Context: an optimization exercise on an open-source flow, tuned for small area, a short achievable clock period and few clock cycles per item. The choices shown serve that exercise and are no tape-out recipe. The RTL was checked by simulation tests, not by an equivalence proof against the original design. Power is estimated from default activity; no workload was simulated.

job 5345:
==> flow/design.v (excerpt) <==
module mdu_top
(
    input  logic         clk,
    input  logic         rst,
    input  logic         in_valid,
    input  logic [2:0]   in_op,
    input  logic [31:0]  in_rs1,
    input  logic [31:0]  in_rs2,
    input  logic [31:0]  in_pc,
    input  logic [31:0]  in_inst,
    input  logic [4:0]   in_rd_addr,
    input  logic [4:0]   in_rs1_addr,
    input  logic [4:0]   in_rs2_addr,
    input  logic         in_regf_we,
    input  logic [4:0]   in_rob_idx,
    output logic         out_valid,
    output logic [31:0]  out_rd_data,
    output logic [31:0]  out_pc,
    output logic [31:0]  out_inst,
    output logic [4:0]   out_rd_addr,
    output logic [4:0]   out_rs1_addr,
    output logic [4:0]   out_rs2_addr,
    output logic         out_regf_we,
    output logic [4:0]   out_rob_idx
);
Size in the first run: about 3900 cells after synthesis, about 270 I/O pins, ~23000 um^2 of cells after synthesis.
clock: 13.0 ns
lec_check: 0
abc_area: 1
cap_margin: 30
core_margin: 2
core_utilization: 40
cts_buf_list: sky130_fd_sc_hd__clkbuf_4 sky130_fd_sc_hd__clkbuf_8
cts_cluster_size: 30
setup_slack_margin: 5
slew_margin: 30
run.sh (not shown) runs the stock make flow with config.mk's settings and CLKGATE_MAP_FILE= SYNTH_SCRIPT=/design/flow/synth_recipe.tcl, a recipe that flattens the netlist after the stock synthesis.
Testbench counts of job 5345, summed over its fixed seeds: cycles 142,920, ops 24,000.
Input-level comparison between job 8727 and job 5345:
- GPL_ROUTABILITY_DRIVEN newly set to 0
--- outcome ---
- Job 8727: done, clean on timing, DRC and antenna
- Compared with job 5345, job 8727 shows post-synthesis to final-layout area growth lower by 0.18 points.
- Against job 5345 as the reference, job 8727 delivers a higher portion of total power attributed to combinational logic.
- Job 8727 and job 5345 ended up with nearly the same remaining global-route overflow.
- Job 5345 → job 8727: multi-input combinational area share comparable; via count saw little to no change.
- Job 8727 against job 5345: met3 demand-to-capacity share in global routing now sits higher; area of all placed cells without fillers now sits at about the same level.
- Summary: with job 5345 as the reference, non-clock buffer count in job 8727 moved down slightly.
- Diff job 5345 -> job 8727 | global-route wire length before repair | down by a few percent
- In the tables for job 8727 and job 5345, final critical path time including I/O delays and setup reads lower with job 5345.
- For post-route core utilization, job 8727 and job 5345 come out practically identical.
The following lists how job 9289 was set up differently from job 8727:
- CORE_UTILIZATION changed from 40 to 45
- GPL_ROUTABILITY_DRIVEN removed (was 0)
## What came out
Against job 8727, job 9289 reports a initial cell density of the core that is higher. Fmax delta (job 8727 -> job 9289): insignificant. From job 8727 to job 9289 the numbers moved as follows: total wire length after detailed routing now larger; global-route wire length before repair now larger; combinational group power now larger. ~same total number of nets in the final design in job 9289 and job 8727. Status: sequential share of layout area parity (job 9289, job 8727). In job 9289 the path depth of the worst reg2reg path turned out 9 lower than in job 8727. Between job 8727 and job 9289, the flow reports largest net degree at the start of global routing increasing by more than a quarter. Clock network fraction of total power delta for job 9289 relative to job 8727: 0.7 points higher.

========
Starting RTL as in the previous note.
Settings: LEC_CHECK=0, ABC_AREA=1, CAP_MARGIN=30, CORE_MARGIN=2, CORE_UTILIZATION=40, CTS_BUF_LIST=sky130_fd_sc_hd__clkbuf_4 sky130_fd_sc_hd__clkbuf_8, CTS_CLUSTER_SIZE=30, SETUP_SLACK_MARGIN=5, SLEW_MARGIN=30, TNS_END_PERCENT=20; clock period 13.0 ns.
Testbench counts at the start, summed over its fixed seeds: cycles 142,920, ops 24,000.
Change:
- ABC_AREA: 1 -> unset
- TNS_END_PERCENT: 20 -> unset
Non-clock buffer count rises by 47; setup slack improves by 0.21 ns; synthesized cell count falls by about 14%; worst hold slack improves by 0.051 ns; wire length hardly moves; synthesized area rises by about 2.1%; global-route usage falls by 0.48 points; sequential power falls by about 12%; critical path depth falls by 15; die area rises by about 2%; sequential share of layout area falls by 0.36 points.

========
Starting RTL as in the previous note.
clock: 13.0 ns
lec_check: 0
abc_area: 1
abc_clock_period_in_ps: 7000
cap_margin: 30
core_margin: 2
core_utilization: 40
setup_slack_margin: 5
slew_margin: 30
Testbench counts at the start, summed over its fixed seeds: cycles 142,920, ops 24,000.
Change:
ABC_CLOCK_PERIOD_IN_PS = unset   (was 7000)
The changed run passed the timing, DRC and antenna checks.
Via count stays the same.
Die area stays the same.
Routed wire length is unchanged.
Clock skew does not change.
Setup slack stays the same.
Total power is unchanged.
Non-clock buffer count stays the same.

## separate check: timing with driven ports
The results above use ideal ports. As a check the final layouts listed here were re-extracted and re-timed, cells and wires unchanged.
Step 1 sets driving cells, clkbuf_16 on the clock port and buf_2 on the other inputs (assumed; they add their load-dependent delay and slew).
Step 2 adds t to the input delays and takes it off the output delays; t is the mean of the earliest and latest rising clock arrival at the registers after step 1. Input paths then give back, and output paths get back, about the clock's delay inside the block.
a / b / c = ideal ports / drivers / drivers and shift; a / b = the first two.
run | shift t [ns] | setup WS [ns] | worst register clock-pin slew, ns | worst slew at a driven data input, ns
job 5345 | 0.524 | 5.332 / 5.352 / 4.841 | 0.09 / 0.09 | 0.06
job 8727 | 0.518 | 5.292 / 5.255 / 4.737 | 0.09 / 0.09 | 0.08
job 9289 | 0.538 | 5.294 / 5.275 / 4.737 | 0.09 / 0.09 | 0.08
the first run of note 2 | 0.520 | 5.026 / 5.055 / 4.535 | 0.09 / 0.09 | 0.06
the second run of note 2 | 0.549 | 5.234 / 5.270 / 4.721 | 0.09 / 0.09 | 0.07
the first run of note 3 | 0.492 | 5.280 / 5.322 / 4.830 | 0.06 / 0.06 | 0.06
the second run of note 3 | 0.492 | 5.280 / 5.322 / 4.830 | 0.06 / 0.06 | 0.06
After both steps every run listed still meets setup and hold. The setup slack of job 9289, which loses most, moves by -0.019 ns with the drivers and by -0.557 ns with both steps.
